This design comes from an exercise in tuning for small area, a short achievable clock period and few clock cycles per item on the open sky130 flow, not from production work. In this exercise RTL edits were held to simulation tests only and were not proved equivalent to the original.

==> design/flow/design.v <==
`timescale 1ns / 1ps
module MINB #(parameter N = 9) ( w, m );
input  [8*N-1:0] w;
output [7:0]     m;
wire [N-1:0] dead [0:8];
assign dead[8] = {N{1'b0}};
genvar k, i;
generate for (k = 7; k >= 0; k = k - 1) begin : gk
    wire [N-1:0] e;
    for (i = 0; i < N; i = i + 1) begin : gi
        assign e[i] = dead[k+1][i] | w[8*i+k];
    end
    assign m[k] = &e;
    assign dead[k] = dead[k+1] | ({N{~m[k]}} & e);
end endgenerate
endmodule
module MIN9( w, m );
input  [71:0] w;
output [7:0]  m;
MINB #(9) mn (w, m);
endmodule
`timescale 1ns / 1ps
module LT8( a, b, lt );
input  [7:0] a, b;
output lt;
wire [8:0] c;
assign c[0] = 1'b0;
genvar i;
generate for (i = 0; i < 8; i = i + 1) begin : gb
    assign c[i+1] = (a[i] ^ b[i]) ? b[i] : c[i];
end endgenerate
assign lt = c[8];
endmodule
`timescale 1ns / 1ps
module MAX3( a, b, c, m );
input  [7:0] a, b, c;
output [7:0] m;
wire [7:0] mn;
MINB #(3) mx ({~c, ~b, ~a}, mn);
assign m = ~mn;
endmodule
`timescale 1ns / 1ps
module alight_est( clock, reset, valid, start, min, A, Aq );
input clock;
input reset;
input valid;
input start;
input  [7:0] min;
output [7:0] A;
output [6:0] Aq;
reg [6:0] Areg;
wire [6:0] base = start ? 7'd52 : Areg;         
wire lt;
LT8 cmp ({1'b1, base}, min, lt);
assign A  = lt ? min : {1'b1, base};
assign Aq = Areg;
always @(posedge clock)
begin
    if (reset)      Areg <= 7'd52;
    else if (valid) Areg <= A[6:0];
end
endmodule
`timescale 1ns / 1ps
module transmission_estimation( r5, g5, b5, bc3 );
input  [7:0] r5, g5, b5;
output [7:0] bc3;
wire [7:0] bc;
MAX3 mx (r5, g5, b5, bc);
wire [7:0] y = {bc[6:0], 1'b0};
wire [8:0] c;
assign c[0] = 1'b0;
genvar i;
generate for (i = 0; i < 8; i = i + 1) begin : gb
    assign bc3[i]  = bc[i] ^ y[i] ^ c[i];
    assign c[i+1] = (bc[i] ^ y[i]) ? c[i] : bc[i];
end endgenerate
endmodule
`timescale 1ns / 1ps
module ABSDIFF( C, A, d, s );
input  [7:0] C, A;
output [7:0] d;
output       s;
wire [7:0] x;
wire [8:0] bo, nz;
assign bo[0] = 1'b0;
assign nz[0] = 1'b0;
genvar i;
generate for (i = 0; i < 8; i = i + 1) begin : gd
    assign x[i]    = C[i] ^ A[i] ^ bo[i];
    assign bo[i+1] = (C[i] ^ A[i]) ? A[i] : bo[i];
    assign d[i]    = x[i] ^ (bo[8] & nz[i]);
    assign nz[i+1] = nz[i] | x[i];
end endgenerate
assign s = ~bo[8] & nz[8];
endmodule
module div_step #(parameter K = 7) ( x, t, y );
input  [23:0] x;
input  [7:0]  t;
output [23:0] y;
wire [8:0] a = {x[7:0], 1'b0};
wire [8:0] d;
wire [9:0] bw;
assign bw[0] = 1'b0;
genvar i;
generate for (i = 0; i < 9; i = i + 1) begin : gi
    wire ti = (i < 8) ? t[i] : 1'b0;
    assign d[i]    = a[i] ^ ti ^ bw[i];
    assign bw[i+1] = (a[i] ^ ti) ? ti : bw[i];
end endgenerate
wire       b  = ~bw[9];                      
wire [7:0] rn = b ? d[7:0] : a[7:0];
wire [7:0] q  = x[15:8] | ({7'd0, b} << K);
assign y = {x[23:16], q, (K == 0) ? 8'd0 : rn};
endmodule
module scene_recovery( A, q, s, J );
input  [7:0] A, q;
input        s;
output [7:0] J;
wire [7:0] y = s ? q : ~q;
wire [7:0] u;
wire [8:0] c;
assign c[0] = ~s;
genvar i;
generate for (i = 0; i < 8; i = i + 1) begin : gb
    wire a = (i == 7) ? 1'b1 : A[i];
    assign u[i]   = a ^ y[i] ^ c[i];
    assign c[i+1] = (a ^ y[i]) ? c[i] : a;
end endgenerate
assign J = (c[8] == s) ? {8{s}} : u;
endmodule
`timescale 1ns / 1ps
module haze_removal( clock, reset, in_valid, frame_start, win_r, win_g, win_b,
                     out_valid, Jr, Jg, Jb );
parameter ICUT = 0;                   
parameter GCUT = 1;                   
parameter MCUT = 0;                   
parameter [7:0] DCUT = 8'b00001000;   
parameter SCUT = 0;                   
parameter OCUT = 1;                   
input clock;
input reset;
input in_valid;
input frame_start;
input [71:0] win_r, win_g, win_b;
output out_valid;
output [7:0] Jr, Jg, Jb;
wire [71:0] wr, wg, wb;
wire        v0, fs0;
PIPE  #(217, ICUT) p_i  (clock, {frame_start, win_r, win_g, win_b}, {fs0, wr, wg, wb});
VPIPE #(ICUT)      p_iv (clock, reset, in_valid, v0);
wire [23:0] gr_c, gg_c, gb_c;
MINB #(3) g_r0 (wr[23:0],  gr_c[7:0]);
MINB #(3) g_r1 (wr[47:24], gr_c[15:8]);
MINB #(3) g_r2 (wr[71:48], gr_c[23:16]);
MINB #(3) g_g0 (wg[23:0],  gg_c[7:0]);
MINB #(3) g_g1 (wg[47:24], gg_c[15:8]);
MINB #(3) g_g2 (wg[71:48], gg_c[23:16]);
MINB #(3) g_b0 (wb[23:0],  gb_c[7:0]);
MINB #(3) g_b1 (wb[47:24], gb_c[15:8]);
MINB #(3) g_b2 (wb[71:48], gb_c[23:16]);
wire [23:0] gr, gg, gb;
wire [7:0]  cr1, cg1, cb1;
wire        v1, fs1;
PIPE  #(97, GCUT) p_g  (clock, {fs0, gr_c, gg_c, gb_c, wr[39:32], wg[39:32], wb[39:32]},
                               {fs1, gr, gg, gb, cr1, cg1, cb1});
VPIPE #(GCUT)      p_gv (clock, reset, v0, v1);
wire [7:0] mr_c, mg_c, mb_c, bc3;
transmission_estimation bc_est (cr1, cg1, cb1, bc3);
MINB #(3) m_r (gr, mr_c);
MINB #(3) m_g (gg, mg_c);
MINB #(3) m_b (gb, mb_c);
wire [7:0] mr, mg, mb, bc3m, cr, cg, cb;
wire       v2, fs2;
PIPE  #(57, MCUT) p_m  (clock, {fs1, mr_c, mg_c, mb_c, bc3, cr1, cg1, cb1},
                               {fs2, mr, mg, mb, bc3m, cr, cg, cb});
VPIPE #(MCUT)     p_mv (clock, reset, v1, v2);
wire [7:0] t_n;
MINB #(4) t_max ({~bc3m, mr, mg, mb}, t_n);
wire [7:0] t = ~t_n;
wire [7:0] Ar, Ag, Ab;        
wire [6:0] Ar_q, Ag_q, Ab_q;  
alight_est al_r (clock, reset, v2, fs2, mr, Ar, Ar_q);
alight_est al_g (clock, reset, v2, fs2, mg, Ag, Ag_q);
alight_est al_b (clock, reset, v2, fs2, mb, Ab, Ab_q);
wire [7:0] dr, dg, db;
wire       sr, sg, sb;
ABSDIFF ad_r (cr, Ar, dr, sr);
ABSDIFF ad_g (cg, Ag, dg, sg);
ABSDIFF ad_b (cb, Ab, db, sb);
wire [23:0] br [0:8];
wire [23:0] bg [0:8];
wire [23:0] bb [0:8];
wire [7:0]  tt [0:8];
wire        vv [0:8];
assign br[0] = {sr, Ar[6:0], 8'd0, dr};
assign bg[0] = {sg, Ag[6:0], 8'd0, dg};
assign bb[0] = {sb, Ab[6:0], 8'd0, db};
assign tt[0] = t;
assign vv[0] = v2;
genvar k;
generate
for (k = 0; k < 8; k = k + 1) begin : step
    wire [23:0] xr, xg, xb;
    wire [7:0]  xt;
    wire        xv;
    DPIPE #(DCUT[k], (DCUT & ((8'd1 << k) - 8'd1)) != 8'd0) p_d (clock, reset, br[k], bg[k], bb[k], tt[k], vv[k],
                                 Ar_q, Ag_q, Ab_q, xr, xg, xb, xt, xv);
    div_step #(.K(7-k)) sr (xr, xt, br[k+1]);
    div_step #(.K(7-k)) sg (xg, xt, bg[k+1]);
    div_step #(.K(7-k)) sb (xb, xt, bb[k+1]);
    assign tt[k+1] = xt;
    assign vv[k+1] = xv;
end
endgenerate
wire [23:0] yr, yg, yb;
wire [7:0]  yt;
wire        yv;
DPIPE #(SCUT, DCUT != 8'd0) p_s (clock, reset, br[8], bg[8], bb[8], tt[8], vv[8],
                          Ar_q, Ag_q, Ab_q, yr, yg, yb, yt, yv);
wire [7:0] Jr_c, Jg_c, Jb_c;
scene_recovery rc_r ({1'b1, yr[22:16]}, yr[15:8], yr[23], Jr_c);
scene_recovery rc_g ({1'b1, yg[22:16]}, yg[15:8], yg[23], Jg_c);
scene_recovery rc_b ({1'b1, yb[22:16]}, yb[15:8], yb[23], Jb_c);
PIPE  #(24, OCUT) p_o  (clock, {Jr_c, Jg_c, Jb_c}, {Jr, Jg, Jb});
VPIPE #(OCUT)     p_ov (clock, reset, yv, out_valid);
endmodule
module PIPE #(parameter W = 1, parameter EN = 1) ( clock, d, q );
input          clock;
input  [W-1:0] d;
output [W-1:0] q;
generate if (EN) begin : r
    reg [W-1:0] x;
    always @(posedge clock) x <= d;
    assign q = x;
end else begin : w
    assign q = d;
end endgenerate
endmodule
module VPIPE #(parameter EN = 1) ( clock, reset, d, q );
input  clock, reset, d;
output q;
generate if (EN) begin : r
    reg x;
    always @(posedge clock)
        if (reset) x <= 1'b0;
        else       x <= d;
    assign q = x;
end else begin : w
    assign q = d;
end endgenerate
endmodule
module DPIPE #(parameter EN = 1, parameter AFTER = 0) ( clock, reset, dr, dg, db, dt, dv,
                                                        Ar, Ag, Ab, qr, qg, qb, qt, qv );
input         clock, reset;
input  [23:0] dr, dg, db;
input  [7:0]  dt;
input         dv;
input  [6:0]  Ar, Ag, Ab;
output [23:0] qr, qg, qb;
output [7:0]  qt;
output        qv;
generate if (EN) begin : r
    reg [23:0] xr, xg, xb;
    reg [7:0]  xt;
    always @(posedge clock)
    begin
        xr <= dr; xg <= dg; xb <= db; xt <= dt;
    end
    if (AFTER) begin : a
        assign qr = xr; assign qg = xg; assign qb = xb;
    end else begin : n
        assign qr = {xr[23], Ar, xr[15:0]};
        assign qg = {xg[23], Ag, xg[15:0]};
        assign qb = {xb[23], Ab, xb[15:0]};
    end
    assign qt = xt;
    VPIPE #(1) v (clock, reset, dv, qv);
end else begin : w
    assign qr = dr; assign qg = dg; assign qb = db; assign qt = dt; assign qv = dv;
end endgenerate
endmodule
==> design/flow/flow/run.sh <==
#!/bin/bash
# The standard layout (bash standard.sh: ORFS synthesis to finish, with
# the standard flow's config.mk and SDC unchanged), with two changes to how the layout is
# made:
#  * the port buffers are plain buffers (buf_2) instead of the delay buffers
#    that buffer_ports otherwise picks;
#  * repair_timing aims for a setup slack margin, so that the resizer works on
#    the critical paths although the 40 ns clock is met with room to spare.
# Each tool's full output goes to standard.log in this folder (ORFS also
# keeps its per-step logs under orfs/logs).
set -euo pipefail
export BUFFER_PORTS_ARGS="-buffer_cell sky130_fd_sc_hd__buf_2"
export SETUP_SLACK_MARGIN=${SETUP_SLACK_MARGIN_OVERRIDE:-0}
bash standard.sh > standard.log 2>&1
==> design/flow/standard.sh <==
#!/bin/bash
# synth_recipe.tcl (not shown) runs the flow's synth.tcl, then flattens the netlist and writes it again
# the make line also repeats each setting of config.mk as NAME=value (left out here)
make -C /OpenROAD-flow-scripts/flow DESIGN_CONFIG=/design/flow/config.mk WORK_HOME=/design/flow/orfs CLKGATE_MAP_FILE= SYNTH_SCRIPT=/design/flow/synth_recipe.tcl "${@:-finish}"
==> design/flow/config.mk <==
export PLATFORM = sky130hd
export DESIGN_NAME = haze_removal
export DESIGN_NICKNAME = haze_removal
export VERILOG_FILES = /design/flow/design.v
export SDC_FILE = /design/flow/constraint.sdc
export NUM_CORES = 4
export LEC_CHECK = 0
export ABC_AREA = 1
export CAP_MARGIN = 20
export CORE_MARGIN = 2
export CORE_UTILIZATION = 40
export SLEW_MARGIN = 20
==> design/flow/constraint.sdc <==
create_clock -name core_clock -period 40.0 [get_ports {clock}]
set_input_delay 8.0000 -clock core_clock [delete_from_list [all_inputs] [get_ports {clock}]]
set_output_delay 8.0000 -clock core_clock [all_outputs]
set_load 0.01 [all_outputs]
==> results of run 1 <==
==> through the flow <==
| step | hold WS (ps) | util | cells | cell area [µm²] |
|---|---|---|---|---|
| 2_1_floorplan | 388 | - | 3357 | 19500 |
| 3_3_place_gp | 417 | 0.443 | 4166 | 21200 |
| 3_5_place_dp | 423 | 0.443 | 4166 | 21200 |
| 4_1_cts | 445 | 0.456 | 4198 | 21800 |
| 5_1_grt | 478 | 0.456 | 4198 | 21800 |
| 6_report | 443 | 0.456 | 4198 | 21800 |
==> synthesized netlist by cell type (8+ instances only) <==
library cell               count
sky130_fd_sc_hd__nand3b_1     34
sky130_fd_sc_hd__o21ai_2      13
sky130_fd_sc_hd__nand2_2      73
sky130_fd_sc_hd__or2_1        22
sky130_fd_sc_hd__a21boi_1     22
sky130_fd_sc_hd__buf_6         9
sky130_fd_sc_hd__or2_2        72
sky130_fd_sc_hd__o21ai_0     182
sky130_fd_sc_hd__nor3_1       23
sky130_fd_sc_hd__nor2_4       10
sky130_fd_sc_hd__o21ai_1      91
sky130_fd_sc_hd__dfxtp_1     189
sky130_fd_sc_hd__clkinv_1      9
sky130_fd_sc_hd__nor2_2        8
sky130_fd_sc_hd__a21oi_1     219
sky130_fd_sc_hd__o21bai_1      9
sky130_fd_sc_hd__inv_2        44
sky130_fd_sc_hd__nand3_1     254
sky130_fd_sc_hd__clkbuf_1     24
sky130_fd_sc_hd__nand3_2      43
sky130_fd_sc_hd__xor2_1       96
sky130_fd_sc_hd__a31oi_1      10
sky130_fd_sc_hd__inv_1       534
sky130_fd_sc_hd__nand2_4      17
sky130_fd_sc_hd__o22ai_1      39
sky130_fd_sc_hd__nor2_1      170
sky130_fd_sc_hd__nand2_1     958
sky130_fd_sc_hd__buf_2        20
sky130_fd_sc_hd__xnor2_1      42
==> area by class of cell <==
cell class,instances,share of cell area
clock buffers,17,0.0195
flip-flops and latches,189,0.173
well taps,615,0.0352
clock inverters,15,0.00865
multi-input cells,2520,0.603
repair buffers,255,0.0597
inverters,587,0.101
==> worst max path at each step <==
stage	to	depth (start not counted)
6_report	step[3].p_d.r.xr[2]	98
3_3_place_gp	p_g.r.x[64]	30
4_1_cts	step[3].p_d.r.xr[2]	96
3_5_place_dp	p_g.r.x[88]	30
5_1_grt	step[3].p_d.r.xr[4]	98
2_1_floorplan	p_g.r.x[80]	28
==> tightest hold or removal path: stages (launching register included) <==
cell	delay, ps
sky130_fd_sc_hd__dfxtp_1	310
sky130_fd_sc_hd__inv_1	40
sky130_fd_sc_hd__nor2_1	40
==> cells by family (layout without fill, tap and decap cells) <==
| family | count (synthesis) | after routing |
|---|---|---|
| AOI/OAI and AO/OA | 647 | 647 |
| buffers and inverters | 648 | 874 |
| xor gates and xnor gates | 144 | 144 |
| and+or+nand+nor | 1717 | 1717 |
| DFF | 189 | 189 |
| adders and majority gates | 10 | 10 |
| muxes | 2 | 2 |
==> state kept, by name, indices dropped and copies added, names as in the netlist <==
name and count:
al_r.Areg 7, al_g.Areg 7, p_o.r.x 24, p_g.r.x 97, step.p_d.r.xt 8, p_ov.r.x 1, al_b.Areg 7, step.p_d.r.xr 12
step.p_d.r.xg 12, step.p_d.r.v.r.x 1, p_gv.r.x 1, step.p_d.r.xb 12
==> per-layer routing <==
layer,GRT usage,wire (µm),vias up,share of wire
met1,0.303,27700,8872,0.50
met3,0.0302,2680,57,0.048
li1,-,-,11100,-
met4,0.0611,991,0,0.018
met2,0.369,24400,391,0.44
met5,0,0,-,0
==> run notes, run 1 <==
* Post-DR vias/cell at 4.87
* First-pass detailed-route iteration total at 5
* Crit path DAT at 11,720 ps
* Root buf cell: sky130_fd_sc_hd__clkbuf_16
* Quantity of gates resized following cts at 0
* Area of the mapped netlist at 19,500 µm²
* Via count of the first global-routing pass at 18,500
* Initial Util at 0.407
* Clock Pin Slew Worst Setup and Hold Paths at 90 ps
* GR Overflow Total at 0
* Share of the yosys chip area belonging to registers at 0.194
* Leading cell types by total area after synthesis: sky130_fd_sc_hd__dfxtp_1 (19%), sky130_fd_sc_hd__nand2_1 (18%), sky130_fd_sc_hd__inv_1 (10%), sky130_fd_sc_hd__nand3_1 (6.5%), sky130_fd_sc_hd__a21oi_1 (5.6%)
* Post-CTS Hold Buffers at 0
* Number of nets in the layout at 3,797
* Result of the run: timing/DRC/antenna clean
* Crit-path most repeated cell: sky130_fd_sc_hd__nand2_1
* Max-cap viol count at 0
* Final Max Slew Viols at 0
* Share of post-route cells with drive strength above 1 at 0.169
* Family with the most delay on the worst path: simple AND/OR/NAND/NOR gates
* HPWL Detailed at 45.8 mm
* First-pass GRT wire length at 90.5 mm
* Worst slack at placement at 28,380 ps
* Simple-Gate Fraction of Synth Area at 0.414
* Arithmetic-cell share of the synthesized area counting full adders, half adders and majority gates at 0.00610
* Cell with the largest stage delay on the worst path: sky130_fd_sc_hd__dfxtp_1
* Largest family of logic cells by synthesized area: simple AND/OR/NAND/NOR gates
* Standard-cell rows at 80
* Relative slew slack at 0.336
* Proportion of register bits with asynchronous set or reset after synthesis at 0
* Number of setup buffers added after CTS at 0
* Time the worst path needs with I/O delays and setup at 11,370 ps
* Clock latency on the worst-skew pair at 470 ps
* Critical path data required time at 40,350 ps
* Setup crit start: p_g.r.x[23]
* Via total after detailed routing at 20,400
* Minimum setup slack among reg-to-reg paths at 28,630 ps
* Routed Antenna Nets at 0
* Final count of negative-setup-slack endpoints at 0
* Min-Delay Path Depth at 2
* Biggest fanout along the worst timing path at 16
* Routability cong. at 0.893
* Post-synthesis register bit count at 189
* Combined area of the multi-input logic cells at 13,200 µm²
* Total CTS buffers at 17
* Maximum clock frequency at 0.0879 GHz
* Worst flop-to-flop path startpoint: p_g.r.x[23]
* Parity-gate share of the synthesized area counting xor and xnor cells at 0.0670
* Proportion of synthesized area in mux cells at 0.00103
* Number of clock sinks at 189
* Commonest cells after routing, fill and taps aside: sky130_fd_sc_hd__nand2_1 (958), sky130_fd_sc_hd__inv_1 (534), sky130_fd_sc_hd__nand3_1 (254)
* CTS tree: built
* Compound-Gate Fraction of Synth Area at 0.187
* # diodes at 0
* Depth of the CTS H-tree at 4
* Terminus of the critical flop-to-flop path: step[3].p_d.r.xr[2]
* Worst setup margin at 28,630 ps
* Total number of yosys warnings at 8
* Area Overhead vs Synth at 12.0%
* Type of element capturing the critical path: flop
* Buffers plus inverters on the worst setup path at 6
* Die span in x at 225 µm
* Violation count after the first detailed-route iteration at 1,225
* Tightest Hold Check Type: flop to flop
* Average cell area after synthesis at 5.81 µm²
* Type of the worst setup path: flop to flop
* Post-synth EDFFs at 0
* Largest area contributor in the netlist: sky130_fd_sc_hd__dfxtp_1
* Count of distinct cell types in the synthesized netlist at 62
* Post-Syn Nets at 3,584
* RSZ-0062 raised after global routing: false
* Gate count after technology mapping at 3,357
* Largest clock skew in the final design at 18.2 ps
* IO buf count at 244
* Combined flip-flop and latch cell area at 3780 µm²
* Floorplan die height at 225 µm
* Initial antenna violation count at 0
* HP Start: step[3].p_d.r.v.r.x
* Main flop type after synthesis: sky130_fd_sc_hd__dfxtp_1
* Delay of the slowest critical-path stage at 580 ps
* Pin slew with the least headroom to its limit at 995 ps
* Final sum of negative setup slack at 0 ps
* Largest net degree at the start of global routing at 33
* Number of buffers on the longest clock path at 2
* Kind of start point of the critical path: flop
* Fill count at 5,246
* Portion of synthesized cell area occupied by the leading cell type at 0.194
* Floorplan die area at 50,500 µm²
* Final clock period utilization by the worst path at 0.284
* Placeable core area at 47,900 µm²
* Most common library cell in the layout ignoring fill and taps: sky130_fd_sc_hd__nand2_1
* Reg2reg path depth at 98
* Total Routing Usage GR at 0.223
* DRC Markers at 0
* # IOs at 245
* WL final at 55.7 mm
* Endpoint, Worst Hold: p_ov.r.x
* Count of final hold-check violations at 0
* Average detailed-routed wire length per instance at 13.3 µm
Testbench counts, summed over its fixed seeds: cycles 16,016, items 16,000.
==> run 2: changes to the inputs <==
--- a/design/flow/config.mk
+++ b/design/flow/config.mk
@@ -8,5 +8,5 @@
 export ABC_AREA = 1
 export CAP_MARGIN = 20
 export CORE_MARGIN = 2
-export CORE_UTILIZATION = 40
+export CORE_UTILIZATION = 60
 export SLEW_MARGIN = 20
==> run notes, run 2 <==
* Result of the run: timing/DRC/antenna clean
* Type of element capturing the critical path: flop
* IO buf count at 244
* Share of the core filled with cells in the final layout at 0.671
* Clock latency on the worst-skew pair at 470 ps
* Routability cong. at 0.965
* Time the worst path needs with I/O delays and setup at 11,770 ps
* Via total after detailed routing at 21,300
* Violation count after the first detailed-route iteration at 1,027
* Pin slew with the least headroom to its limit at 944 ps
* Terminus of the critical flop-to-flop path: step[3].p_d.r.xg[4]
* Main flop type after synthesis: sky130_fd_sc_hd__dfxtp_1
* Clock Pin Slew Worst Setup and Hold Paths at 80 ps
* Count of distinct cell types in the synthesized netlist at 62
* Root buf cell: sky130_fd_sc_hd__clkbuf_16
* First-pass GRT wire length at 89.0 mm
* Fill count at 3,068
* Flip-flop count of the largest register after layout at 97
* Commonest cells after routing, fill and taps aside: sky130_fd_sc_hd__nand2_1 (958), sky130_fd_sc_hd__inv_1 (534), sky130_fd_sc_hd__nand3_1 (254)
* Final Max Slew Viols at 0
* Most common cell in the netlist: sky130_fd_sc_hd__nand2_1
* Final sum of negative setup slack at 0 ps
* Standard-cell rows at 66
* Quantity of gates resized following cts at 0
* Final count of negative-setup-slack endpoints at 0
* Worst flop-to-flop path startpoint: p_g.r.x[23]
* GR Overflow Total at 0
* Final clock period utilization by the worst path at 0.294
* Post-synthesis register bit count at 189
* Leading cell types by total area after synthesis: sky130_fd_sc_hd__dfxtp_1 (19%), sky130_fd_sc_hd__nand2_1 (18%), sky130_fd_sc_hd__inv_1 (10%), sky130_fd_sc_hd__nand3_1 (6.5%), sky130_fd_sc_hd__a21oi_1 (5.6%)
* Min-Delay Path Depth at 2
* Largest area contributor in the netlist: sky130_fd_sc_hd__dfxtp_1
* Gate count after technology mapping at 3,357
* HPWL Detailed at 44.6 mm
* Area of the mapped netlist at 19,500 µm²
* Reg2reg path depth at 98
* First-pass detailed-route iteration total at 5
* Floorplan die height at 184 µm
* Tightest Hold Check Type: flop to flop
* Max-cap viol count at 0
* Minimum setup slack among reg-to-reg paths at 28,230 ps
* Number of setup buffers added after CTS at 0
* RSZ-0062 raised after global routing: false
* Crit-path most repeated cell: sky130_fd_sc_hd__nand2_2
* Proportion of register bits with asynchronous set or reset after synthesis at 0
* CTS tree: built
* Floorplan die area at 34,000 µm²
* Cell with the largest stage delay on the worst path: sky130_fd_sc_hd__dfxtp_1
* Via count of the first global-routing pass at 19,700
* Total Routing Usage GR at 0.321
* Number of clock sinks at 189
* Worst slack at placement at 28,280 ps
* Delay of the slowest critical-path stage at 600 ps
* Worst setup margin at 28,230 ps
* Die span in x at 184 µm
* Most common library cell in the layout ignoring fill and taps: sky130_fd_sc_hd__nand2_1
* Endpoint, Worst Hold: p_ov.r.x
* Number of buffers on the longest clock path at 2
* Initial Util at 0.604
* Number of nets in the layout at 3,800
* Average detailed-routed wire length per instance at 13.5 µm
* Post-CTS Hold Buffers at 0
* Routed Antenna Nets at 0
* Largest registers in the final layout: p_g.r.x (97), p_o.r.x (24)
* Kind of start point of the critical path: flop
* Critical path data required time at 40,310 ps
* Reg with most FFs: p_g.r.x
* Count of final hold-check violations at 0
* Average cell area after synthesis at 5.81 µm²
* Share of the yosys chip area belonging to registers at 0.194
* Relative slew slack at 0.370
* Depth of the CTS H-tree at 4
* Biggest fanout along the worst timing path at 15
* Largest net degree at the start of global routing at 33
* Initial antenna violation count at 3
* Ranking of synthesized cells by instance count: sky130_fd_sc_hd__nand2_1 (958), sky130_fd_sc_hd__inv_1 (534), sky130_fd_sc_hd__nand3_1 (254)
* Area Overhead vs Synth at 11.1%
* Maximum clock frequency at 0.0850 GHz
* Post-Syn Nets at 3,584
* WL final at 54.4 mm
* Share of post-route cells with drive strength above 1 at 0.170
* HP Start: step[3].p_d.r.v.r.x
* Largest clock skew in the final design at 17.0 ps
* Total number of yosys warnings at 8
* Type of the worst setup path: flop to flop
* Placeable core area at 32,300 µm²
* Total CTS buffers at 17
* Post-DR vias/cell at 5.29
* Crit path DAT at 12,070 ps
* DRC Markers at 0
* Post-synth EDFFs at 0
* # IOs at 245
* Portion of synthesized cell area occupied by the leading cell type at 0.194
run 2: cell types whose count changed in the layout (fill, tap and decap cells not counted), sizes merged:
| cell | before | now |
|---|---|---|
| buf | 255 | 258 |
| clkinv | 14 | 12 |
| bufinv | 1 | 2 |
| clkinvlp | 1 | 2 |
| diode | 0 | 1 |
run 2: kinds of logic (layout without fill, tap and decap cells):
logic type / count (synthesis) / count (layout) / share of synthesized area
other cells: 0 / 1 / 0
buf+inv: 648 / 877 / 0.131
fa+ha+maj: 10 / 10 / 0.00610
xor+xnor: 144 / 144 / 0.0670
mux: 2 / 2 / 0.00103
simple gates: 1717 / 1717 / 0.414
flops: 189 / 189 / 0.194
compound gates: 647 / 647 / 0.187
run 2: worst max-delay path by stage:
stage                                endpoint  slack [ps]  depth (start not counted)   startpoint
after global routing      step[3].p_d.r.xr[1]       27050                         97  p_g.r.x[23]
after detailed placement          p_g.r.x[40]       28280                         30    win_b[55]
after CTS                 step[3].p_d.r.xg[4]       28330                         98  p_g.r.x[23]
final                     step[3].p_d.r.xg[4]       28230                         98  p_g.r.x[23]
after global placement            p_g.r.x[72]       28470                         30    win_r[15]
after floorplan                   p_g.r.x[80]       29030                         28    win_r[39]
run 2: area by class of cell:
class | instances | area, µm² | area share
multi-input combinational | 2520 | 13200 | 0.608
sequential | 189 | 3780 | 0.175
antenna | 1 | 2.50 | 0.000116
tap | 442 | 553 | 0.0255
timing repair buffer | 258 | 1330 | 0.0612
clock inverter | 15 | 196 | 0.00907
clock buffer | 17 | 425 | 0.0196
inverter | 587 | 2200 | 0.102
run 2: worst max-delay path: cells and delay by family (launching register included):
| kind | cells | cell delay, ps |
|---|---|---|
| buffers and inverters | 7 | 700 |
| adders and majority gates | 1 | 260 |
| AOI/OAI and AO/OA | 13 | 1870 |
| and+or+nand+nor | 77 | 8160 |
| DFF | 1 | 600 |
run 2: metrics by stage:
| stage | std cells | cell area (µm²) | hold WS (ps) |
|---|---|---|---|
| 6_report | 4029 | 21700 | 413 |
| 3_3_place_gp | 3996 | 21000 | 398 |
| 4_1_cts | 4028 | 21700 | 412 |
| 2_1_floorplan | 3357 | 19500 | 388 |
| 3_5_place_dp | 3996 | 21000 | 397 |
| 5_1_grt | 4029 | 21700 | 441 |
run 2: routing by layer:
layer,share of wire,global-route usage
met5,0.00020,0
met2,0.49,0.593
met3,0.051,0.0452
met1,0.41,0.363
met4,0.041,0.150
==> run 3: changes to the inputs <==
==> design/flow/flow/run.sh (replaced) <==
#!/bin/bash
# The standard layout (bash standard.sh: ORFS synthesis to finish, with
# the standard flow's config.mk and SDC unchanged), with two changes to how the layout is
# made:
#  * the port buffers are plain buffers (buf_1) instead of the delay buffers
#    that buffer_ports otherwise picks;
#  * repair_timing aims for a setup slack margin, so that the resizer works on
#    the critical paths although the 40 ns clock is met with room to spare.
# Each tool's full output goes to standard.log in this folder (ORFS also
# keeps its per-step logs under orfs/logs).
set -euo pipefail
export BUFFER_PORTS_ARGS="-buffer_cell sky130_fd_sc_hd__buf_1"
export SETUP_SLACK_MARGIN=${SETUP_SLACK_MARGIN_OVERRIDE:-28.5}
bash standard.sh > standard.log 2>&1
--- a/design/flow/config.mk
+++ b/design/flow/config.mk
@@ -8,5 +8,5 @@
 export ABC_AREA = 1
 export CAP_MARGIN = 20
 export CORE_MARGIN = 2
-export CORE_UTILIZATION = 60
+export CORE_UTILIZATION = 40
 export SLEW_MARGIN = 20
==> run notes, run 3 <==
* Average cell area after synthesis at 5.81 µm²
* Type of element capturing the critical path: flop
* Violation count after the first detailed-route iteration at 1,170
* Family with the most delay on the worst path: compound AO/OA/AOI/OAI gates
* DP Cell Count at 4,170
* Cell with the largest stage delay on the worst path: sky130_fd_sc_hd__a21oi_1
* First-pass GRT wire length at 90.9 mm
* Count of distinct cell types in the synthesized netlist at 62
* Pin slew with the least headroom to its limit at 863 ps
* Depth of the CTS H-tree at 4
* Tightest Hold Check Type: flop to flop
* HP Start: step[3].p_d.r.v.r.x
* Reg2reg path depth at 98
* Fill count at 5,180
* Number of nets in the layout at 3,833
* Time the worst path needs with I/O delays and setup at 11,110 ps
* Delay of the slowest critical-path stage at 280 ps
* Flip-flop count of the largest register after layout at 97
* Ranking of synthesized cells by instance count: sky130_fd_sc_hd__nand2_1 (958), sky130_fd_sc_hd__inv_1 (534), sky130_fd_sc_hd__nand3_1 (254)
* Portion of synthesized cell area occupied by the leading cell type at 0.194
* Root buf cell: sky130_fd_sc_hd__clkbuf_16
* Final sum of negative setup slack at 0 ps
* Via total after detailed routing at 20,700
* # IOs at 245
* Total Routing Usage GR at 0.224
* Routed Antenna Nets at 0
* DRC Markers at 0
* Initial Util at 0.407
* Leading cell types by total area after synthesis: sky130_fd_sc_hd__dfxtp_1 (19%), sky130_fd_sc_hd__nand2_1 (18%), sky130_fd_sc_hd__inv_1 (10%), sky130_fd_sc_hd__nand3_1 (6.5%), sky130_fd_sc_hd__a21oi_1 (5.6%)
* Number of clock sinks at 189
* Largest clock skew in the final design at 16.5 ps
* Total CTS buffers at 17
* Via count of the first global-routing pass at 18,500
* Critical path data required time at 40,370 ps
* Final hold slack at 429 ps
* Combined flip-flop and latch cell area at 3800 µm²
* Post-synthesis register bit count at 189
* Post-Syn Nets at 3,584
* Post-CTS Hold Buffers at 0
* Endpoint, Worst Hold: p_ov.r.x
* Kind of start point of the critical path: primary input
* Max-cap viol count at 0
* Initial antenna violation count at 2
* Non-filler instance count after layout at 4,235
* Share of post-route cells with drive strength above 1 at 0.131
* Most common cell in the netlist: sky130_fd_sc_hd__nand2_1
* IO buf count at 244
* Share of the core filled with cells in the final layout at 0.465
* Post-DR vias/cell at 4.89
* Floorplan die height at 225 µm
* Die span in x at 225 µm
* Total number of yosys warnings at 8
* GR Overflow Total at 0
* Average detailed-routed wire length per instance at 13.3 µm
* Maximum clock frequency at 0.0900 GHz
* Area Overhead vs Synth at 14.4%
* Floorplan die area at 50,500 µm²
* Clock Pin Slew Worst Setup and Hold Paths at 90 ps
* Depth of the critical timing path with buffers and inverters included at 30
* Proportion of register bits with asynchronous set or reset after synthesis at 0
* WL final at 56.5 mm
* Final count of negative-setup-slack endpoints at 0
* RSZ-0062 raised after global routing: true
* Count of final hold-check violations at 0
* Placeable core area at 47,900 µm²
* CTS tree: built
* Gate count after technology mapping at 3,357
* Min-Delay Path Depth at 2
* Final Max Slew Viols at 0
* Main flop type after synthesis: sky130_fd_sc_hd__dfxtp_1
* Combined area of the multi-input logic cells at 13,600 µm²
* First-pass detailed-route iteration total at 5
* Post-synth EDFFs at 0
* Relative slew slack at 0.424
* Final clock period utilization by the worst path at 0.278
* Area of the mapped netlist at 19,500 µm²
* Worst flop-to-flop path startpoint: p_g.r.x[15]
* Clock latency on the worst-skew pair at 480 ps
* Buffers plus inverters on the worst setup path at 5
* Biggest fanout along the worst timing path at 3
* Largest registers in the final layout: p_g.r.x (97), p_o.r.x (24)
* HPWL Detailed at 45.6 mm
* Commonest cells after routing, fill and taps aside: sky130_fd_sc_hd__nand2_1 (952), sky130_fd_sc_hd__inv_1 (529), sky130_fd_sc_hd__nand3_1 (251)
* Crit path DAT at 11,470 ps
* Most common library cell in the layout ignoring fill and taps: sky130_fd_sc_hd__nand2_1
* Result of the run: timing/DRC/antenna clean
* Largest net degree at the start of global routing at 27
* Reg with most FFs: p_g.r.x
* Crit-path most repeated cell: sky130_fd_sc_hd__nand2_1
* Type of the worst setup path: primary input to flop
* Standard-cell rows at 80
* Share of the yosys chip area belonging to registers at 0.194
* Minimum setup slack among reg-to-reg paths at 29,550 ps
* Largest area contributor in the netlist: sky130_fd_sc_hd__dfxtp_1
* Terminus of the critical flop-to-flop path: step[3].p_d.r.xb[3]
* Number of buffers on the longest clock path at 2
* Routability cong. at 0.900
==> run 3: metal layers <==
layer	share of wire	vias up	global-route usage	routed length, µm
met1	0.49	9074	0.307	27800
met4	0.014	0	0.0558	816
met2	0.45	392	0.374	25500
met3	0.044	46	0.0274	2460
met5	0	-	0	0
li1	-	11200	-	-
==> run 3: how the worst max path moves through the flow <==
| stage | from | to |
|---|---|---|
| final | win_b[63] | p_g.r.x[40] |
| after global routing | p_g.r.x[23] | step[3].p_d.r.xr[2] |
| after CTS | p_g.r.x[23] | step[3].p_d.r.xr[2] |
| after detailed placement | win_r[39] | p_g.r.x[80] |
| after global placement | win_g[63] | p_g.r.x[64] |
| after floorplan | win_r[39] | p_g.r.x[80] |
==> run 3: tightest hold or removal path, cell delays in order (launching register included) <==
cell,delay [ps]
sky130_fd_sc_hd__dfxtp_1,310
sky130_fd_sc_hd__inv_1,50
sky130_fd_sc_hd__nor2_1,30
==> run 3: what timing repair did <==
action                                  in CTS  in global routing
endpoints found under the setup margin       0                 60
resized for setup                            0                156
buffers inserted                             0                 31
==> run 3: final cells by class <==
type / instances / share of cell area
well taps: 615 / 0.0345
multi-input cells: 2521 / 0.609
diodes: 1 / 0.000112
inverters: 587 / 0.0996
repair buffers: 290 / 0.0573
clock inverters: 15 / 0.00987
clock buffers: 17 / 0.0191
flip-flops and latches: 189 / 0.170
==> run 3: cell families after synthesis <==
kind of cell	count (synthesis)	synth area share
xor gates and xnor gates	144	0.0670
DFF	189	0.194
buffers and inverters	648	0.131
AOI/OAI and AO/OA	647	0.187
muxes	2	0.00103
adders and majority gates	10	0.00610
and+or+nand+nor	1717	0.414
==> run 3: stage by stage <==
step           instance area, µm²  setup WS (ps)
2_1_floorplan               19500          29030
3_3_place_gp                21000          28380
3_5_place_dp                21000          28280
4_1_cts                     21600          28660
5_1_grt                     22300          28390
6_report                    22300          28890
==> run 4: changes to the inputs <==
--- a/design/flow/flow/run.sh
+++ b/design/flow/flow/run.sh
@@ -10,5 +10,5 @@
 # keeps its per-step logs under orfs/logs).
 set -euo pipefail
 export BUFFER_PORTS_ARGS="-buffer_cell sky130_fd_sc_hd__buf_1"
-export SETUP_SLACK_MARGIN=${SETUP_SLACK_MARGIN_OVERRIDE:-28.5}
+export SETUP_SLACK_MARGIN=${SETUP_SLACK_MARGIN_OVERRIDE:-29.5}
 bash standard.sh > standard.log 2>&1
==> run notes, run 4 <==
* CTS tree: built
* IO buf count at 244
* Flip-flop count of the largest register after layout at 97
* Proportion of register bits with asynchronous set or reset after synthesis at 0
* Final Max Slew Viols at 0
* Crit path DAT at 11,470 ps
* Routability cong. at 0.877
* Total Routing Usage GR at 0.232
* Kind of start point of the critical path: primary input
* Root buf cell: sky130_fd_sc_hd__clkbuf_16
* Terminus of the critical flop-to-flop path: step[3].p_d.r.xr[6]
* Gate count after technology mapping at 3,357
* GR Overflow Total at 0
* Floorplan die height at 225 µm
* Standard-cell rows at 80
* Average cell area after synthesis at 5.81 µm²
* Portion of synthesized cell area occupied by the leading cell type at 0.194
* Final sum of negative setup slack at 0 ps
* Compound-Gate Fraction of Synth Area at 0.187
* Parity-gate share of the synthesized area counting xor and xnor cells at 0.0670
* Type of element capturing the critical path: flop
* DRC Markers at 0
* Share of post-route cells with drive strength above 1 at 0.352
* Pin slew with the least headroom to its limit at 1180 ps
* Main flop type after synthesis: sky130_fd_sc_hd__dfxtp_1
* Crit-path most repeated cell: sky130_fd_sc_hd__a21oi_2
* Count of final hold-check violations at 0
* WL final at 67.8 mm
* First-pass GRT wire length at 95.1 mm
* Simple-Gate Fraction of Synth Area at 0.414
* Ranking of synthesized cells by instance count: sky130_fd_sc_hd__nand2_1 (958), sky130_fd_sc_hd__inv_1 (534), sky130_fd_sc_hd__nand3_1 (254)
* DR top layer: met4
* Clock Pin Slew Worst Setup and Hold Paths at 80 ps
* Initial antenna violation count at 0
* Max-cap viol count at 0
* Proportion of synthesized area in mux cells at 0.00103
* Average detailed-routed wire length per instance at 14.6 µm
* # diodes at 0
* CP endpoint: p_g.r.x[72]
* Setup crit start: win_r[23]
* Number of nets in the layout at 4,236
* Die span in x at 225 µm
* Final clock period utilization by the worst path at 0.277
* Routed Antenna Nets at 0
* Reg with most FFs: p_g.r.x
* Fill count at 4,332
* Minimum setup slack among reg-to-reg paths at 29,590 ps
* Count of distinct cell types in the synthesized netlist at 62
* Floorplan die area at 50,500 µm²
* Most common cell in the netlist: sky130_fd_sc_hd__nand2_1
* Total number of yosys warnings at 8
* Reg2reg path depth at 97
* Largest net degree at the start of global routing at 33
* Number of clock sinks at 189
* Violation count after the first detailed-route iteration at 1,183
* Delay of the slowest critical-path stage at 200 ps
* Share of the core filled with cells in the final layout at 0.601
* Routed wire length on met3 at 3.45 mm
* Final std cell area, no fill at 28,800 µm²
* First-pass detailed-route iteration total at 5
* Post-DR vias/cell at 5.05
* Placeable core area at 47,900 µm²
* Share of the yosys chip area belonging to registers at 0.194
* Post-synth EDFFs at 0
* Initial Util at 0.407
* Post-Syn Nets at 3,584
* Detailed-routed wire length on met2 at 33.6 mm
* Arithmetic-cell share of the synthesized area counting full adders, half adders and majority gates at 0.00610
* Total CTS buffers at 17
* Biggest fanout along the worst timing path at 3
* Relative slew slack at 0.214
* Via total after detailed routing at 23,400
* Cell with the largest stage delay on the worst path: sky130_fd_sc_hd__o21ai_2
* Maximum clock frequency at 0.0903 GHz
* Post-CTS Hold Buffers at 0
* Final hold slack at 439 ps
* Largest area contributor in the netlist: sky130_fd_sc_hd__dfxtp_1
* Commonest cells after routing, fill and taps aside: sky130_fd_sc_hd__nand2_1 (801), sky130_fd_sc_hd__inv_1 (466), sky130_fd_sc_hd__buf_4 (357)
* Tightest Hold Check Type: flop to flop
* Area of the mapped netlist at 19,500 µm²
* HPWL Detailed at 44.6 mm
* Critical path data required time at 40,400 ps
* Final count of negative-setup-slack endpoints at 0
* Post-synthesis register bit count at 189
* Via count of the first global-routing pass at 19,900
* Largest registers in the final layout: p_g.r.x (97), p_o.r.x (24)
* Most common library cell in the layout ignoring fill and taps: sky130_fd_sc_hd__nand2_1
* Worst flop-to-flop path startpoint: p_g.r.x[23]
* Time the worst path needs with I/O delays and setup at 11,070 ps
* Type of the worst setup path: primary input to flop
* Largest clock skew in the final design at 18.9 ps
* # IOs at 245
* Leading cell types by total area after synthesis: sky130_fd_sc_hd__dfxtp_1 (19%), sky130_fd_sc_hd__nand2_1 (18%), sky130_fd_sc_hd__inv_1 (10%), sky130_fd_sc_hd__nand3_1 (6.5%), sky130_fd_sc_hd__a21oi_1 (5.6%)
* Depth of the CTS H-tree at 4
* Cell area after placement at 21,100 µm²
* RSZ-0062 raised after global routing: true
* Number of buffers on the longest clock path at 2
* Wl on met1 at 28.7 mm
* Result of the run: timing/DRC/antenna clean
* Area Overhead vs Synth at 47.8%
* Largest family of logic cells by synthesized area: simple AND/OR/NAND/NOR gates
* Clock latency on the worst-skew pair at 480 ps
[run 4: timing repair]
| action | CTS | global route |
|---|---|---|
| pin swaps | 105 | 368 |
| setup buffers | 174 | 257 |
| cloned | 0 | 10 |
| endpoints found under the setup margin | 69 | 75 |
| resized for setup | 185 | 794 |
[run 4: cell families after synthesis]
group / Yosys count
mux: 2
flops: 189
simple gates: 1717
xor+xnor: 144
compound gates: 647
buf+inv: 648
fa+ha+maj: 10
[run 4: area by class of cell]
type / instances / area (µm²) / share of cell area
clock inverters: 14 / 175 / 0.00608
clock buffers: 18 / 439 / 0.0152
flip-flops and latches: 189 / 3810 / 0.132
multi-input cells: 2528 / 16400 / 0.569
repair buffers: 686 / 4830 / 0.168
inverters: 587 / 2380 / 0.0827
well taps: 615 / 769 / 0.0267
[run 4: routing by layer]
| layer | vias up | track usage |
|---|---|---|
| met4 | 0 | 0.0602 |
| met1 | 10600 | 0.297 |
| met2 | 636 | 0.413 |
| met5 | - | 0 |
| met3 | 144 | 0.0276 |
| li1 | 12000 | - |
[run 4: worst min-delay path by stage]
| stage | from | end | cells past startpoint |
|---|---|---|---|
| after detailed placement | step[3].p_d.r.v.r.x | p_ov.r.x | 2 |
| after global routing | step[3].p_d.r.v.r.x | p_ov.r.x | 2 |
| after floorplan | step[3].p_d.r.v.r.x | p_ov.r.x | 2 |
| after CTS | step[3].p_d.r.v.r.x | p_ov.r.x | 2 |
| after global placement | step[3].p_d.r.v.r.x | p_ov.r.x | 2 |
| final | step[3].p_d.r.v.r.x | p_ov.r.x | 2 |
[run 4: worst max-delay path, delay by kind of cell]
kind                   cells  cell delay [ps]
AO/OA/AOI/OAI             13             1800
buffers and inverters      7              590
AND/OR/NAND/NOR           11             1090
[run 4: per-stage QoR]
stage | setup slack (ps) | cells
6_report | 28930 | 4637
5_1_grt | 28680 | 4637
4_1_cts | 29210 | 4370
3_5_place_dp | 28490 | 4164
3_3_place_gp | 28580 | 4164
2_1_floorplan | 29180 | 3357
==> run 5: changes to the inputs <==
--- a/design/flow/flow/run.sh
+++ b/design/flow/flow/run.sh
@@ -10,5 +10,5 @@
 # keeps its per-step logs under orfs/logs).
 set -euo pipefail
 export BUFFER_PORTS_ARGS="-buffer_cell sky130_fd_sc_hd__buf_1"
-export SETUP_SLACK_MARGIN=${SETUP_SLACK_MARGIN_OVERRIDE:-29.5}
+export SETUP_SLACK_MARGIN=${SETUP_SLACK_MARGIN_OVERRIDE:-28.5}
 bash standard.sh > standard.log 2>&1
--- a/design/flow/config.mk
+++ b/design/flow/config.mk
@@ -9,4 +9,5 @@
 export CAP_MARGIN = 20
 export CORE_MARGIN = 2
 export CORE_UTILIZATION = 40
+export GPL_TIMING_DRIVEN = 1
 export SLEW_MARGIN = 20
==> run notes, run 5 <==
* Result of the run: timing/DRC/antenna clean
* HP Start: step[3].p_d.r.v.r.x
* Routability cong. at 0.900
* Via total after detailed routing at 20,700
* Reg2reg path depth at 98
* Most common cell in the netlist: sky130_fd_sc_hd__nand2_1
* Largest net degree at the start of global routing at 27
* Area Overhead vs Synth at 14.4%
* Post-synth EDFFs at 0
* Via count of the first global-routing pass at 18,500
* Biggest fanout along the worst timing path at 3
* Max-cap viol count at 0
* HPWL Detailed at 45.6 mm
* GR Overflow Total at 0
* Post-CTS Hold Buffers at 0
* Count of distinct cell types in the synthesized netlist at 62
* Pin slew with the least headroom to its limit at 863 ps
* Min-Delay Path Depth at 2
* Share of post-route cells with drive strength above 1 at 0.131
* Initial Util at 0.407
* Final sum of negative setup slack at 0 ps
* Standard-cell rows at 80
* Floorplan die height at 225 µm
* Total Routing Usage GR at 0.224
* Total CTS buffers at 17
* Terminus of the critical flop-to-flop path: step[3].p_d.r.xb[3]
* Floorplan die area at 50,500 µm²
* Die span in x at 225 µm
* Reg with most FFs: p_g.r.x
* Tightest Hold Check Type: flop to flop
* Cell with the largest stage delay on the worst path: sky130_fd_sc_hd__a21oi_1
* Relative slew slack at 0.424
* Kind of start point of the critical path: primary input
* Post-synthesis register bit count at 189
* Commonest cells after routing, fill and taps aside: sky130_fd_sc_hd__nand2_1 (952), sky130_fd_sc_hd__inv_1 (529), sky130_fd_sc_hd__nand3_1 (251)
* Portion of synthesized cell area occupied by the leading cell type at 0.194
* Depth of the CTS H-tree at 4
* Gate count after technology mapping at 3,357
* Worst setup margin at 28,890 ps
* Violation count after the first detailed-route iteration at 1,170
* Post-Syn Nets at 3,584
* Final hold slack at 429 ps
* Maximum clock frequency at 0.0900 GHz
* Leading cell types by total area after synthesis: sky130_fd_sc_hd__dfxtp_1 (19%), sky130_fd_sc_hd__nand2_1 (18%), sky130_fd_sc_hd__inv_1 (10%), sky130_fd_sc_hd__nand3_1 (6.5%), sky130_fd_sc_hd__a21oi_1 (5.6%)
* Worst flop-to-flop path startpoint: p_g.r.x[15]
* Time the worst path needs with I/O delays and setup at 11,110 ps
* Total number of yosys warnings at 8
* CTS tree: built
* Type of the worst setup path: primary input to flop
* IO buf count at 244
* Most common library cell in the layout ignoring fill and taps: sky130_fd_sc_hd__nand2_1
* First-pass GRT wire length at 90.9 mm
* Clock latency on the worst-skew pair at 480 ps
* Flip-flop count of the largest register after layout at 97
* Routed Antenna Nets at 0
* First-pass detailed-route iteration total at 5
* Root buf cell: sky130_fd_sc_hd__clkbuf_16
* Share of the yosys chip area belonging to registers at 0.194
* Minimum setup slack among reg-to-reg paths at 29,550 ps
* Number of clock sinks at 189
* Clock Pin Slew Worst Setup and Hold Paths at 90 ps
* DRC Markers at 0
* Number of buffers on the longest clock path at 2
* Post-DR vias/cell at 4.89
* Type of element capturing the critical path: flop
* RSZ-0062 raised after global routing: true
* Largest clock skew in the final design at 16.5 ps
* WL final at 56.5 mm
* Crit-path most repeated cell: sky130_fd_sc_hd__nand2_1
* Endpoint, Worst Hold: p_ov.r.x
* Proportion of register bits with asynchronous set or reset after synthesis at 0
* Final Max Slew Viols at 0
* Main flop type after synthesis: sky130_fd_sc_hd__dfxtp_1
* Final count of negative-setup-slack endpoints at 0
* Critical path data required time at 40,370 ps
* Count of final hold-check violations at 0
* Ranking of synthesized cells by instance count: sky130_fd_sc_hd__nand2_1 (958), sky130_fd_sc_hd__inv_1 (534), sky130_fd_sc_hd__nand3_1 (254)
* # IOs at 245
* Area of the mapped netlist at 19,500 µm²
* Initial antenna violation count at 2
* Largest registers in the final layout: p_g.r.x (97), p_o.r.x (24)
* Fill count at 5,180
* Number of nets in the layout at 3,833
* Worst slack at placement at 28,280 ps
* Final clock period utilization by the worst path at 0.278
* Crit path DAT at 11,470 ps
* Delay of the slowest critical-path stage at 280 ps
* Average detailed-routed wire length per instance at 13.3 µm
* Largest area contributor in the netlist: sky130_fd_sc_hd__dfxtp_1
* Average cell area after synthesis at 5.81 µm²
* Placeable core area at 47,900 µm²
-- run 5: cell counts after synthesis --
No cell type changed its count.
-- run 5: timing repair --
action / 4_1_cts / 5_1_grt
resized for setup: 0 / 156
setup endpoints to repair: 0 / 60
setup buffers: 0 / 31
-- run 5: cells by family after synthesis --
logic type,share of synthesized area
and+or+nand+nor,0.414
buffers and inverters,0.131
AOI/OAI and AO/OA,0.187
DFF,0.194
xor gates and xnor gates,0.0670
adders and majority gates,0.00610
muxes,0.00103
-- run 5: layout make-up --
| type | count | area (µm²) | share of cell area |
|---|---|---|---|
| multi-input cells | 2521 | 13600 | 0.609 |
| repair buffers | 290 | 1280 | 0.0573 |
| clock inverters | 15 | 220 | 0.00987 |
| clock buffers | 17 | 425 | 0.0191 |
| inverters | 587 | 2220 | 0.0996 |
| diodes | 1 | 2.50 | 0.000112 |
| well taps | 615 | 769 | 0.0345 |
| flip-flops and latches | 189 | 3800 | 0.170 |
-- run 5: per-stage QoR --
stage | instance area (µm²) | instances | util
6_report | 22300 | 4235 | 0.465
5_1_grt | 22300 | 4234 | 0.465
4_1_cts | 21600 | 4202 | 0.451
3_5_place_dp | 21000 | 4170 | 0.437
3_3_place_gp | 21000 | 4170 | 0.437
2_1_floorplan | 19500 | 3357 | -
-- run 5: per-layer routing --
layer / routed length, µm / global-route usage
met1: 27800 / 0.307
met2: 25500 / 0.374
met3: 2460 / 0.0274
met4: 816 / 0.0558
met5: 0 / 0
-- run 5: worst max path at each step --
| stage | startpoint | cells past startpoint | endpoint |
|---|---|---|---|
| floorplan | win_r[39] | 28 | p_g.r.x[80] |
| global placement | win_g[63] | 30 | p_g.r.x[64] |
| detailed placement | win_r[39] | 29 | p_g.r.x[80] |
| CTS | p_g.r.x[23] | 96 | step[3].p_d.r.xr[2] |
| global route | p_g.r.x[23] | 98 | step[3].p_d.r.xr[2] |
| finish | win_b[63] | 30 | p_g.r.x[40] |
-- run 5: critical path, delay by kind of cell --
kind,cells,cell delay (ps)
AND/OR/NAND/NOR,8,710
buffers and inverters,5,450
AO/OA/AOI/OAI,17,2340
==> run 6: changes to the inputs <==
--- a/design/flow/flow/run.sh
+++ b/design/flow/flow/run.sh
@@ -10,5 +10,5 @@
 # keeps its per-step logs under orfs/logs).
 set -euo pipefail
 export BUFFER_PORTS_ARGS="-buffer_cell sky130_fd_sc_hd__buf_1"
-export SETUP_SLACK_MARGIN=${SETUP_SLACK_MARGIN_OVERRIDE:-28.5}
+export SETUP_SLACK_MARGIN=${SETUP_SLACK_MARGIN_OVERRIDE:-0}
 bash standard.sh > standard.log 2>&1
--- a/design/flow/config.mk
+++ b/design/flow/config.mk
@@ -9,5 +9,4 @@
 export CAP_MARGIN = 20
 export CORE_MARGIN = 2
 export CORE_UTILIZATION = 40
-export GPL_TIMING_DRIVEN = 1
 export SLEW_MARGIN = 20
==> run notes, run 6 <==
* Post-synthesis register bit count at 189
* Violation count after the first detailed-route iteration at 1,194
* Floorplan die area at 50,500 µm²
* Tightest Hold Check Type: flop to flop
* # IOs at 245
* RSZ-0062 raised after global routing: false
* Compound-Gate Fraction of Synth Area at 0.187
* Final sum of negative setup slack at 0 ps
* CTS tree: built
* Number of nets in the layout at 3,801
* Ranking of synthesized cells by instance count: sky130_fd_sc_hd__nand2_1 (958), sky130_fd_sc_hd__inv_1 (534), sky130_fd_sc_hd__nand3_1 (254)
* Reg with most FFs: p_g.r.x
* Commonest cells after routing, fill and taps aside: sky130_fd_sc_hd__nand2_1 (958), sky130_fd_sc_hd__inv_1 (534), sky130_fd_sc_hd__nand3_1 (254)
* Max-cap viol count at 0
* Proportion of register bits with asynchronous set or reset after synthesis at 0
* Type of the worst setup path: flop to flop
* Main flop type after synthesis: sky130_fd_sc_hd__dfxtp_1
* GR Overflow Total at 0
* Total CTS buffers at 17
* Proportion of synthesized area in mux cells at 0.00103
* Largest registers in the final layout: p_g.r.x (97), p_o.r.x (24)
* Gate count after technology mapping at 3,357
* Post-DR vias/cell at 4.88
* Die span in x at 225 µm
* Biggest fanout along the worst timing path at 16
* Maximum clock frequency at 0.0875 GHz
* Terminus of the critical flop-to-flop path: step[3].p_d.r.xr[2]
* Depth of the CTS H-tree at 4
* Portion of synthesized cell area occupied by the leading cell type at 0.194
* Time the worst path needs with I/O delays and setup at 11,430 ps
* Post-Syn Nets at 3,584
* Fill count at 5,225
* Average cell area after synthesis at 5.81 µm²
* Area Overhead vs Synth at 10.8%
* Routability cong. at 0.900
* Floorplan die height at 225 µm
* Largest clock skew in the final design at 16.3 ps
* Arithmetic-cell share of the synthesized area counting full adders, half adders and majority gates at 0.00610
* Placeable core area at 47,900 µm²
* Min-Delay Path Depth at 2
* DRC Markers at 0
* Kind of start point of the critical path: flop
* Final clock period utilization by the worst path at 0.286
* First-pass GRT wire length at 90.9 mm
* Share of post-route cells with drive strength above 1 at 0.103
* Via total after detailed routing at 20,500
* Routed Antenna Nets at 0
* Count of distinct cell types in the synthesized netlist at 62
* Initial antenna violation count at 2
* CP endpoint: step[3].p_d.r.xr[2]
* Number of buffers on the longest clock path at 2
* Largest area contributor in the netlist: sky130_fd_sc_hd__dfxtp_1
* Total Routing Usage GR at 0.224
* HP Start: step[3].p_d.r.v.r.x
* Minimum setup slack among reg-to-reg paths at 28,570 ps
* IO buf count at 244
* Most common library cell in the layout ignoring fill and taps: sky130_fd_sc_hd__nand2_1
* Final Max Slew Viols at 0
* WL final at 55.7 mm
* Delay of the slowest critical-path stage at 580 ps
* Standard-cell rows at 80
* Most common cell in the netlist: sky130_fd_sc_hd__nand2_1
* Relative slew slack at 0.416
* Largest net degree at the start of global routing at 27
* Share of the yosys chip area belonging to registers at 0.194
* Crit path DAT at 11,780 ps
* Final count of negative-setup-slack endpoints at 0
* Type of element capturing the critical path: flop
* Quantity of gates resized following cts at 0
* Initial Util at 0.407
* Parity-gate share of the synthesized area counting xor and xnor cells at 0.0670
* Post-CTS Hold Buffers at 0
* Worst setup margin at 28,570 ps
* Number of setup buffers added after CTS at 0
* Root buf cell: sky130_fd_sc_hd__clkbuf_16
* Setup crit start: p_g.r.x[23]
* Worst slack at placement at 28,280 ps
* Number of clock sinks at 189
* Simple-Gate Fraction of Synth Area at 0.414
* Count of final hold-check violations at 0
* Leading cell types by total area after synthesis: sky130_fd_sc_hd__dfxtp_1 (19%), sky130_fd_sc_hd__nand2_1 (18%), sky130_fd_sc_hd__inv_1 (10%), sky130_fd_sc_hd__nand3_1 (6.5%), sky130_fd_sc_hd__a21oi_1 (5.6%)
* Clock Pin Slew Worst Setup and Hold Paths at 90 ps
* Via count of the first global-routing pass at 18,500
* Worst flop-to-flop path startpoint: p_g.r.x[23]
* Result of the run: timing/DRC/antenna clean
* Area of the mapped netlist at 19,500 µm²
* Post-synth EDFFs at 0
* # diodes at 0
* Cell with the largest stage delay on the worst path: sky130_fd_sc_hd__dfxtp_1
* Reg2reg path depth at 98
* Critical path data required time at 40,350 ps
* Largest family of logic cells by synthesized area: simple AND/OR/NAND/NOR gates
* Pin slew with the least headroom to its limit at 875 ps
* First-pass detailed-route iteration total at 5
* Flip-flop count of the largest register after layout at 97
* Clock latency on the worst-skew pair at 480 ps
* Average detailed-routed wire length per instance at 13.3 µm
* Total number of yosys warnings at 8
* HPWL Detailed at 45.6 mm
==> run 6: cell types whose count changed in the layout (fill, tap and decap cells not counted), moves of 5 or more <==
cell and change:
sky130_fd_sc_hd__o21ai_0 +42, sky130_fd_sc_hd__buf_4 -28, sky130_fd_sc_hd__o21ai_1 -27, sky130_fd_sc_hd__a21oi_1 +20, sky130_fd_sc_hd__a21oi_2 -19, sky130_fd_sc_hd__o21ai_2 -13
sky130_fd_sc_hd__nor3_1 +7, sky130_fd_sc_hd__nor3_2 -7, sky130_fd_sc_hd__nand2_1 +6, sky130_fd_sc_hd__inv_1 +5, sky130_fd_sc_hd__nand2_8 -5, sky130_fd_sc_hd__nor2_4 -5
==> run 6: cell type report <==
class,instances,area [µm²],area share
Clock inverter,15,220,0.0102
Multi-Input combinational cell,2520,13200,0.610
Clock buffer,17,425,0.0197
Sequential cell,189,3780,0.175
Inverter,587,2200,0.102
Timing Repair Buffer,259,1030,0.0476
Tap cell,615,769,0.0356
==> run 6: cell families after synthesis <==
| group | count (synthesis) |
|---|---|
| AOI/OAI and AO/OA | 647 |
| DFF | 189 |
| buffers and inverters | 648 |
| adders and majority gates | 10 |
| muxes | 2 |
| and+or+nand+nor | 1717 |
| xor gates and xnor gates | 144 |
==> run 6: worst min path at each step <==
stage | slack, ps | to
6_report | 430 | p_ov.r.x
5_1_grt | 460 | p_ov.r.x
4_1_cts | 430 | p_ov.r.x
3_5_place_dp | 420 | p_ov.r.x
3_3_place_gp | 420 | p_ov.r.x
2_1_floorplan | 390 | p_ov.r.x
==> run 6: metal layers <==
metal	routed length, µm	share of wire	GRT usage	up-vias
li1	-	-	-	11100
met1	27200	0.49	0.307	8875
met2	24800	0.45	0.374	441
met3	2830	0.051	0.0274	47
met4	821	0.015	0.0558	2
met5	12	0.00022	0	-
==> run 6: worst max-delay path, delay by kind of cell, from the launching register on <==
family	cells	cell delay (ps)
fa+ha+maj	1	240
flops	1	580
compound gates	13	1690
simple gates	77	8090
buf+inv	7	650
==> run 6: per-stage QoR <==
stage | hold slack, ps | cell area, µm² | instances | utilization
after floorplan | 388 | 19500 | 3357 | -
after global placement | 416 | 21000 | 4170 | 0.437
after detailed placement | 416 | 21000 | 4170 | 0.437
after CTS | 434 | 21600 | 4202 | 0.451
after global routing | 465 | 21600 | 4202 | 0.451
final | 431 | 21600 | 4202 | 0.451

-- what the ideal ports hide --
The results above use ideal ports. As a check the final layouts listed here were re-extracted and re-timed, cells and wires unchanged.
Step 1: set_driving_cell puts a clkbuf_16 on clock and a buf_2 on each other input, an assumption about the parent block.
Step 2 also shifts input and output timing later by t, the mid clock arrival at the registers, as if the neighbouring blocks saw the same clock.
a / b / c = ideal / step 1 / step 2; a / b = the first two.
run	t, ns	slack for setup (ns)	worst setup path at the end	slew at the worst register clock pin (ns)
run 1	0.524	28.630 / 28.630 / 28.364	input to register	0.09 / 0.09
run 2	0.512	28.233 / 28.233 / 28.201	input to register	0.08 / 0.08
run 3	0.532	28.893 / 28.929 / 28.396	input to register	0.09 / 0.09
run 4	0.534	28.929 / 28.955 / 28.421	input to register	0.08 / 0.08
run 5	0.532	28.893 / 28.929 / 28.396	input to register	0.09 / 0.09
run 6	0.529	28.569 / 28.569 / 28.216	input to register	0.09 / 0.09
After both steps setup and hold are still met in every run listed. For run 4, which loses most, drivers alone change the setup slack by +0.026 ns; drivers and shift together by -0.508 ns.
